This design comes from an exercise in tuning for small area, a short achievable clock period and few clock cycles on the open sky130 flow, not from production work. At most, simulation tests tie the RTL to the original design; equivalence was not proved.

==> v33: inputs <==
// LASER
module LASER (
    input            CLK,
    input            RST,
    input      [3:0] X,
    input      [3:0] Y,
    output reg [3:0] C1X,
    output reg [3:0] C1Y,
    output reg [3:0] C2X,
    output reg [3:0] C2Y,
    output reg       DONE
);
  reg [159:0] tx, ty;
  reg [39:0]  tm;
  reg         inp;           
  reg  [5:0]  icnt;
  reg  [3:0]  yq;            
  reg         aV;            
  reg         bV, bM, bL, cV, cL, dV, dL, eV, eL, fV, fL;
  reg  [3:0]  bY, cY, dY, eY, fY;
  reg  [3:0]  mx;            
  reg  [3:0]  ya;            
  reg         issue;         
  reg         aS, bS, cS, dS, eS, fS;    
  reg         tail, tfirst, tookd, ended, kall;
  reg         mv;            
  reg  [5:0]  B;
  reg  [1:0]  cnt;
  reg  [5:0]  bcnt;
  reg  [3:0]  bx, by;
  function [2:0] rclass(input [3:0] y, input [3:0] p);
    reg [4:0] d;
    begin
      d = {1'b0, y} - {1'b0, p};
      if (d == 5'd0)                       rclass = 3'b111;
      else if (d <= 5'd2 || d >= 5'd30)    rclass = 3'b110;
      else if (d == 5'd3 || d == 5'd29)    rclass = 3'b101;
  ...
==> flow/config.mk <==
export PLATFORM = sky130hd
export DESIGN_NAME = LASER
export DESIGN_NICKNAME = LASER
export VERILOG_FILES = /design/flow/design.v
export SDC_FILE = /design/flow/constraint.sdc
export NUM_CORES = 4
export LEC_CHECK = 0
export CAP_MARGIN = 20
export CORE_MARGIN = 2
export CORE_UTILIZATION = 40
export CTS_CLUSTER_DIAMETER = 100
export CTS_CLUSTER_SIZE = 28
export SLEW_MARGIN = 20
==> flow/constraint.sdc <==
create_clock -name core_clock -period 11.0 [get_ports {CLK}]
set_input_delay 2.2000 -clock core_clock [delete_from_list [all_inputs] [get_ports {CLK}]]
set_output_delay 2.2000 -clock core_clock [all_outputs]
set_load 0.01 [all_outputs]
standard.sh (not shown) runs the stock make flow with config.mk's settings and CLKGATE_MAP_FILE= SYNTH_SCRIPT=/design/flow/synth_recipe.tcl, a recipe that flattens the netlist after the stock synthesis.
==> flow/flow/run.sh <==
#!/bin/bash
# The standard layout (standard.sh), with one change: the buffer that
# buffer_ports puts on every input and output port is sky130_fd_sc_hd__buf_2.
set -euo pipefail
bash standard.sh BUFFER_PORTS_ARGS="-buffer_cell sky130_fd_sc_hd__buf_2" finish > orfs_make.log 2>&1
==> inputs of v23, as changes to v33 <==
--- a/flow/design.v
+++ b/flow/design.v
@@ -9,21 +9,20 @@
     output reg [3:0] C2Y,
     output reg       DONE
 );
   reg [159:0] tx, ty;
   reg [39:0]  tm;
-  reg         inp;           
+  reg         inp, inp_d;    
   reg  [5:0]  icnt;
   reg  [3:0]  yq;            
   reg         aV;            
   reg         bV, bM, bL, cV, cL, dV, dL, eV, eL, fV, fL;
   reg  [3:0]  bY, cY, dY, eY, fY;
   reg  [3:0]  mx;            
-  reg  [3:0]  ya;            
-  reg         issue;         
+  wire [3:0]  ya;            
   reg         aS, bS, cS, dS, eS, fS;    
-  reg         tail, tfirst, tookd, ended, kall;
+  reg         tail, tfirst, tookd, ended;
   reg         mv;            
   reg  [5:0]  B;
   reg  [1:0]  cnt;
   reg  [5:0]  bcnt;
   reg  [3:0]  bx, by;
@@ -47,10 +46,55 @@
       lohi[8]   = full | c[2];
       lohi[7:4] = (full | lo[4]) ? 4'd0 : lo[3:0];
       lohi[3:0] = (full | hi[4]) ? 4'd15 : hi[3:0];
     end
   endfunction
+  function [15:0] therm(input [2:0] c, input [3:0] px);
+    reg w2, w3, w4; integer x;
+    begin
+      w2 = c[1] | c[0]; w3 = c[1]; w4 = c[1] & c[0];
+      for (x = 0; x < 16; x = x + 1)
+        therm[x] = c[2]
+          & ((px <= x) | (w2 & (px <= x + 2)) | (w3 & (px <= x + 3)) | (w4 & (px <= x + 4)))
+          & ((px >= x) | (w2 & (px + 2 >= x)) | (w3 & (px + 3 >= x)) | (w4 & (px + 4 >= x)));
+    end
+  endfunction
+  function [15:0] rings(input [2:0] c, input [3:0] px);
+    reg w2, w3, w4; reg [23:0] oh; integer x;
+    begin
+      w2 = c[1] | c[0]; w3 = c[1]; w4 = c[1] & c[0];
+      oh = 24'd0; oh[px + 4] = 1'b1;
+      for (x = 0; x < 16; x = x + 1)
+        rings[x] = c[2] & (oh[x+4] | (w2 & (oh[x+3] | oh[x+5] | oh[x+2] | oh[x+6]))
+                       | (w3 & (oh[x+1] | oh[x+7])) | (w4 & (oh[x] | oh[x+8])));
+    end
+  endfunction
+  function [3:0] rclass4(input [3:0] y, input [3:0] p);
+    reg [4:0] d;
+    begin
+      d = {1'b0, y} - {1'b0, p};
+      rclass4[3] = (d <= 5'd4) | (d >= 5'd28);
+      rclass4[2] = (d <= 5'd3) | (d >= 5'd29);
+      rclass4[1] = (d <= 5'd2) | (d >= 5'd30);
+      rclass4[0] = (d == 5'd0);
+    end
+  endfunction
+  function [15:0] rings2(input [3:0] g, input [3:0] px, input full);
+    reg [3:0] ph, pl; reg [23:0] oh; reg G0, G2, G3, G4; integer k, x;
+    begin
+      for (k = 0; k < 4; k = k + 1) begin
+        ph[k] = full | (px[3:2] == k);
+        pl[k] = full | (px[1:0] == k);
+      end
+      oh = 24'd0;
+      for (k = 0; k < 16; k = k + 1) oh[k + 4] = ph[k / 4] & pl[k % 4];
+      G0 = full | g[3]; G2 = full | g[2]; G3 = full | g[1]; G4 = full | g[0];
+      for (x = 0; x < 16; x = x + 1)
+        rings2[x] = (G0 & oh[x+4]) | (G2 & (oh[x+3] | oh[x+5] | oh[x+2] | oh[x+6]))
+                  | (G3 & (oh[x+1] | oh[x+7])) | (G4 & (oh[x] | oh[x+8]));
+    end
+  endfunction
   reg [2:0] ca0;
   reg [2:0] ca1;
   reg [2:0] ca2;
   reg [2:0] ca3;
   reg [2:0] ca4;
@@ -127,11 +171,11 @@
     ca34 <= rclass(ya, ty[139:136]);
     ca35 <= rclass(ya, ty[143:140]);
     ca36 <= rclass(ya, ty[147:144]);
     ca37 <= rclass(ya, ty[151:148]);
     ca38 <= rclass(ya, ty[155:152]);
-    ca39 <= inp ? rclass(4'd0, Y) : rclass(ya, ty[159:156]);
+    ca39 <= rclass(ya, ty[159:156]);
   end
   wire [8:0] lh0 = lohi(ca0, tx[7:4], tm[1]);
   wire hit0 = lh0[8] & (lh0[7:4] <= mx) & (mx <= lh0[3:0]);
   wire b0_0 = lh0[8] & (lh0[7:4] <= 4'd0) & (4'd0 <= lh0[3:0]);
   wire b0_1 = lh0[8] & (lh0[7:4] <= 4'd1) & (4'd1 <= lh0[3:0]);
@@ -2885,66 +2929,57 @@
   wire [3:0] nbx = take ? fi : bx;
   wire [3:0] nby = take ? fY : by;
   wire       pe  = cur & fL;                   
   wire [3:0] ox = mv ? C2X : C1X;
   wire [3:0] oy = mv ? C2Y : C1Y;
-  wire       eqBt = (fc == B), eqBb = (bcnt == B);
-  wire       fint = ((fi == ox) && (fY == oy)) | (eqBt & (cnt == 2'd2));
-  wire       finb = ((bx == ox) && (by == oy)) | (eqBb & (cnt == 2'd2));
-  wire       eqB  = take ? eqBt : eqBb;
-  wire       fin  = take ? fint : finb;
-  wire       tfirst_n = ~RST & ~issue & aV & (yq == 4'd15) & ~aS;
-  wire       tail_n = RST ? 1'b0 :
-                      pe ? (~fin & take) :
-                      (issue & (ended | pe)) ? 1'b0 :
-                      tfirst_n ? 1'b1 : tail;
-  wire       issue_n = tail_n & (tfirst_n | take);
-  wire [3:0] yq_n = issue ? 4'd0 : aV ? yq + 4'd1 : inp ? 4'd0 : yq;
-  always @(posedge CLK) begin
-    issue <= issue_n;
-    ya <= issue_n ? nby : yq_n;
-  end
-  wire in00 = ((X == 4'd0) & (Y <= 4'd4)) | ((X <= 4'd2) & (Y <= 4'd3)) |
-              ((X <= 4'd3) & (Y <= 4'd2)) | ((X <= 4'd4) & (Y == 4'd0));
+  wire       same = (nbx == ox) && (nby == oy);
+  wire       eqB  = (nbc == B);
+  wire       fin  = same | (eqB & (cnt == 2'd2));
+  wire       kall = pe & (fin | take);         
+  wire       issue = tail & (tfirst | tookd);
+  assign     ya = issue ? by : yq;
+  wire [3:0] hx = tx[3:0], hy = ty[3:0];
+  wire in00 = ((hx == 4'd0) & (hy <= 4'd4)) | ((hx <= 4'd2) & (hy <= 4'd3)) |
+              ((hx <= 4'd3) & (hy <= 4'd2)) | ((hx <= 4'd4) & (hy == 4'd0));
   wire [39:0] hitv = {hit39,hit38,hit37,hit36,hit35,hit34,hit33,hit32,hit31,hit30,hit29,hit28,hit27,hit26,hit25,hit24,hit23,hit22,hit21,hit20,hit19,hit18,hit17,hit16,hit15,hit14,hit13,hit12,hit11,hit10,hit9,hit8,hit7,hit6,hit5,hit4,hit3,hit2,hit1,hit0};
   always @(posedge CLK) begin
     tx <= {tx[155:0], inp ? X : tx[159:156]};
     ty <= {ty[155:0], inp ? Y : ty[159:156]};
     if (issue)   tm <= 40'd0;
     else if (bM) tm <= {hitv[37:0], hitv[39:38]};
-    else         tm <= {tm[38:0], inp ? in00 : tm[39]};
+    else         tm <= {tm[38:1], inp_d ? in00 : tm[0], tm[39]};
     bY <= yq; cY <= bY; dY <= cY; eY <= dY; fY <= eY;
     bL <= (yq == 4'd15); cL <= bL; dL <= cL; eL <= dL; fL <= eL;
     bS <= aS & ~pe; cS <= bS & ~pe; dS <= cS & ~pe; eS <= dS & ~pe; fS <= eS & ~pe;
     bcnt <= nbc; bx <= nbx; by <= nby;
     tookd <= take;
     if (issue) mx <= bx;
     if (RST) begin
-      inp <= 1'b1; icnt <= 6'd0; DONE <= 1'b0;
+      inp <= 1'b1; inp_d <= 1'b0; icnt <= 6'd0; DONE <= 1'b0;
       aV <= 1'b0; bV <= 1'b0; bM <= 1'b0; cV <= 1'b0; dV <= 1'b0; eV <= 1'b0; fV <= 1'b0;
-      tail <= 1'b0; tfirst <= 1'b0; ended <= 1'b0; kall <= 1'b0;
+      tail <= 1'b0; tfirst <= 1'b0; ended <= 1'b0;
     end else begin
-      kall <= pe & (fin | take);
+      inp_d <= inp;
       bV <= aV & ~issue & ~kall;
-      bM <= issue;
+      bM <= issue & ~kall;
       cV <= bV & ~(issue & bS) & ~kall;
       dV <= cV & ~(issue & cS) & ~kall;
       eV <= dV & ~(issue & dS) & ~kall;
       fV <= eV & ~(issue & eS) & ~kall;
       tfirst <= 1'b0;
       if (inp) begin
         icnt <= icnt + 6'd1;
         C1X <= 4'd0; C1Y <= 4'd0; C2X <= 4'd0; C2Y <= 4'd0;
         mv <= 1'b0; B <= 6'd0; cnt <= 2'd0; bcnt <= 6'd0;
         yq <= 4'd0; aS <= 1'b0;
-        if (icnt == 6'd38) aV <= 1'b1;    
-        if (icnt == 6'd39) inp <= 1'b0;
+        if (icnt == 6'd39) begin
+          inp <= 1'b0; aV <= 1'b1;
+        end
       end
       if (DONE) begin
         DONE <= 1'b0; inp <= 1'b1; icnt <= 6'd0;
       end
-      if (kall) aV <= 1'b0;
       if (issue) begin
         aV <= 1'b1; yq <= 4'd0; aS <= ~(ended | pe);
         if (ended | pe) begin tail <= 1'b0; ended <= 1'b0; end
       end else if (aV) begin
         yq <= yq + 4'd1;
@@ -2959,13 +2994,13 @@
         else    begin C1X <= nbx; C1Y <= nby; end
         B <= nbc; cnt <= eqB ? cnt + 2'd1 : 2'd0;
         bcnt <= 6'd0;
         mv <= ~mv;
         if (fin) begin
-          DONE <= 1'b1; tail <= 1'b0; ended <= 1'b0;
+          DONE <= 1'b1; tail <= 1'b0; ended <= 1'b0; aV <= 1'b0;
         end else if (take) begin
-          tail <= 1'b1; ended <= 1'b1;
+          tail <= 1'b1; ended <= 1'b1; aV <= 1'b0;
         end else begin
           tail <= 1'b0; ended <= 1'b0;
         end
       end
     end
--- a/flow/config.mk
+++ b/flow/config.mk
@@ -6,8 +6,6 @@
 export NUM_CORES = 4
 export LEC_CHECK = 0
 export CAP_MARGIN = 20
 export CORE_MARGIN = 2
 export CORE_UTILIZATION = 40
-export CTS_CLUSTER_DIAMETER = 100
-export CTS_CLUSTER_SIZE = 28
 export SLEW_MARGIN = 20
==> inputs of v29, as changes to v33 <==
--- a/flow/design.v
+++ b/flow/design.v
@@ -19,11 +19,11 @@
   reg  [3:0]  bY, cY, dY, eY, fY;
   reg  [3:0]  mx;            
   reg  [3:0]  ya;            
   reg         issue;         
   reg         aS, bS, cS, dS, eS, fS;    
-  reg         tail, tfirst, tookd, ended, kall;
+  reg         tail, tfirst, tookd, ended;
   reg         mv;            
   reg  [5:0]  B;
   reg  [1:0]  cnt;
   reg  [5:0]  bcnt;
   reg  [3:0]  bx, by;
@@ -47,10 +47,55 @@
       lohi[8]   = full | c[2];
       lohi[7:4] = (full | lo[4]) ? 4'd0 : lo[3:0];
       lohi[3:0] = (full | hi[4]) ? 4'd15 : hi[3:0];
     end
   endfunction
+  function [15:0] therm(input [2:0] c, input [3:0] px);
+    reg w2, w3, w4; integer x;
+    begin
+      w2 = c[1] | c[0]; w3 = c[1]; w4 = c[1] & c[0];
+      for (x = 0; x < 16; x = x + 1)
+        therm[x] = c[2]
+          & ((px <= x) | (w2 & (px <= x + 2)) | (w3 & (px <= x + 3)) | (w4 & (px <= x + 4)))
+          & ((px >= x) | (w2 & (px + 2 >= x)) | (w3 & (px + 3 >= x)) | (w4 & (px + 4 >= x)));
+    end
+  endfunction
+  function [15:0] rings(input [2:0] c, input [3:0] px);
+    reg w2, w3, w4; reg [23:0] oh; integer x;
+    begin
+      w2 = c[1] | c[0]; w3 = c[1]; w4 = c[1] & c[0];
+      oh = 24'd0; oh[px + 4] = 1'b1;
+      for (x = 0; x < 16; x = x + 1)
+        rings[x] = c[2] & (oh[x+4] | (w2 & (oh[x+3] | oh[x+5] | oh[x+2] | oh[x+6]))
+                       | (w3 & (oh[x+1] | oh[x+7])) | (w4 & (oh[x] | oh[x+8])));
+    end
+  endfunction
+  function [3:0] rclass4(input [3:0] y, input [3:0] p);
+    reg [4:0] d;
+    begin
+      d = {1'b0, y} - {1'b0, p};
+      rclass4[3] = (d <= 5'd4) | (d >= 5'd28);
+      rclass4[2] = (d <= 5'd3) | (d >= 5'd29);
+      rclass4[1] = (d <= 5'd2) | (d >= 5'd30);
+      rclass4[0] = (d == 5'd0);
+    end
+  endfunction
+  function [15:0] rings2(input [3:0] g, input [3:0] px, input full);
+    reg [3:0] ph, pl; reg [23:0] oh; reg G0, G2, G3, G4; integer k, x;
+    begin
+      for (k = 0; k < 4; k = k + 1) begin
+        ph[k] = full | (px[3:2] == k);
+        pl[k] = full | (px[1:0] == k);
+      end
+      oh = 24'd0;
+      for (k = 0; k < 16; k = k + 1) oh[k + 4] = ph[k / 4] & pl[k % 4];
+      G0 = full | g[3]; G2 = full | g[2]; G3 = full | g[1]; G4 = full | g[0];
+      for (x = 0; x < 16; x = x + 1)
+        rings2[x] = (G0 & oh[x+4]) | (G2 & (oh[x+3] | oh[x+5] | oh[x+2] | oh[x+6]))
+                  | (G3 & (oh[x+1] | oh[x+7])) | (G4 & (oh[x] | oh[x+8]));
+    end
+  endfunction
   reg [2:0] ca0;
   reg [2:0] ca1;
   reg [2:0] ca2;
   reg [2:0] ca3;
   reg [2:0] ca4;
@@ -2885,15 +2930,14 @@
   wire [3:0] nbx = take ? fi : bx;
   wire [3:0] nby = take ? fY : by;
   wire       pe  = cur & fL;                   
   wire [3:0] ox = mv ? C2X : C1X;
   wire [3:0] oy = mv ? C2Y : C1Y;
-  wire       eqBt = (fc == B), eqBb = (bcnt == B);
-  wire       fint = ((fi == ox) && (fY == oy)) | (eqBt & (cnt == 2'd2));
-  wire       finb = ((bx == ox) && (by == oy)) | (eqBb & (cnt == 2'd2));
-  wire       eqB  = take ? eqBt : eqBb;
-  wire       fin  = take ? fint : finb;
+  wire       same = (nbx == ox) && (nby == oy);
+  wire       eqB  = (nbc == B);
+  wire       fin  = same | (eqB & (cnt == 2'd2));
+  wire       kall = pe & (fin | take);         
   wire       tfirst_n = ~RST & ~issue & aV & (yq == 4'd15) & ~aS;
   wire       tail_n = RST ? 1'b0 :
                       pe ? (~fin & take) :
                       (issue & (ended | pe)) ? 1'b0 :
                       tfirst_n ? 1'b1 : tail;
@@ -2919,15 +2963,14 @@
     tookd <= take;
     if (issue) mx <= bx;
     if (RST) begin
       inp <= 1'b1; icnt <= 6'd0; DONE <= 1'b0;
       aV <= 1'b0; bV <= 1'b0; bM <= 1'b0; cV <= 1'b0; dV <= 1'b0; eV <= 1'b0; fV <= 1'b0;
-      tail <= 1'b0; tfirst <= 1'b0; ended <= 1'b0; kall <= 1'b0;
+      tail <= 1'b0; tfirst <= 1'b0; ended <= 1'b0;
     end else begin
-      kall <= pe & (fin | take);
       bV <= aV & ~issue & ~kall;
-      bM <= issue;
+      bM <= issue & ~kall;
       cV <= bV & ~(issue & bS) & ~kall;
       dV <= cV & ~(issue & cS) & ~kall;
       eV <= dV & ~(issue & dS) & ~kall;
       fV <= eV & ~(issue & eS) & ~kall;
       tfirst <= 1'b0;
@@ -2940,11 +2983,10 @@
         if (icnt == 6'd39) inp <= 1'b0;
       end
       if (DONE) begin
         DONE <= 1'b0; inp <= 1'b1; icnt <= 6'd0;
       end
-      if (kall) aV <= 1'b0;
       if (issue) begin
         aV <= 1'b1; yq <= 4'd0; aS <= ~(ended | pe);
         if (ended | pe) begin tail <= 1'b0; ended <= 1'b0; end
       end else if (aV) begin
         yq <= yq + 4'd1;
@@ -2959,13 +3001,13 @@
         else    begin C1X <= nbx; C1Y <= nby; end
         B <= nbc; cnt <= eqB ? cnt + 2'd1 : 2'd0;
         bcnt <= 6'd0;
         mv <= ~mv;
         if (fin) begin
-          DONE <= 1'b1; tail <= 1'b0; ended <= 1'b0;
+          DONE <= 1'b1; tail <= 1'b0; ended <= 1'b0; aV <= 1'b0;
         end else if (take) begin
-          tail <= 1'b1; ended <= 1'b1;
+          tail <= 1'b1; ended <= 1'b1; aV <= 1'b0;
         end else begin
           tail <= 1'b0; ended <= 1'b0;
         end
       end
     end
--- a/flow/config.mk
+++ b/flow/config.mk
@@ -6,8 +6,6 @@
 export NUM_CORES = 4
 export LEC_CHECK = 0
 export CAP_MARGIN = 20
 export CORE_MARGIN = 2
 export CORE_UTILIZATION = 40
-export CTS_CLUSTER_DIAMETER = 100
-export CTS_CLUSTER_SIZE = 28
 export SLEW_MARGIN = 20
==> summary of the runs <==
- v23 finished clean. v29 produced a clean layout. v33 finished with timing, DRC and antenna clean.
- Synthesized cell count, lowest first: v33, v23, v29.
- Between v33 and v23, the lower clock-buffer cell count is in v33 (gap 104).
- First-iteration DRC count, highest first: v23, v33, v29.
- Design area, lowest first: v33, v29, v23.
- The lowest clock skew belongs to v29, the highest to v23.
Testbench counts of v33, summed over its fixed seeds: cycles 6,413.
Testbench counts of v29, summed over its fixed seeds: cycles 6,413.
Only the layout flow was run in v23; the RTL was not checked for function there.

## re-timing with driven ports
No port has a modelled driver above. Below, the same layouts with a new extraction and two added sets of constraints. Step 1 (the two cells are an assumption about what drives the block):
set clk [get_ports {CLK}]
set_driving_cell -lib_cell sky130_fd_sc_hd__clkbuf_16 $clk
set_driving_cell -lib_cell sky130_fd_sc_hd__buf_2 [delete_from_list [all_inputs] $clk]
Step 2, shift: input delay + t, output delay - t, t = (earliest + latest rising clock arrival at the registers) / 2. This alone moves slack from input paths to output paths. Three values: no drivers, after step 1, after step 2; two values: the first two.
run | shift t [ns] | slack for setup (ns) | worst hold slack (ns) | cell pins on the clock port's net
v33 | 0.853 | 7.278 / 7.278 / 7.017 | 0.330 / 0.330 / 0.330 | 1
v23 | 0.895 | 6.704 / 6.704 / 6.704 | 0.324 / 0.324 / 0.324 | 1
v29 | 0.871 | 7.084 / 7.084 / 6.935 | 0.325 / 0.325 / 0.325 | 1
After both steps every run listed still meets setup and hold. For v33, which loses most, drivers alone change the setup slack by 0.000 ns; drivers and shift together by -0.261 ns.
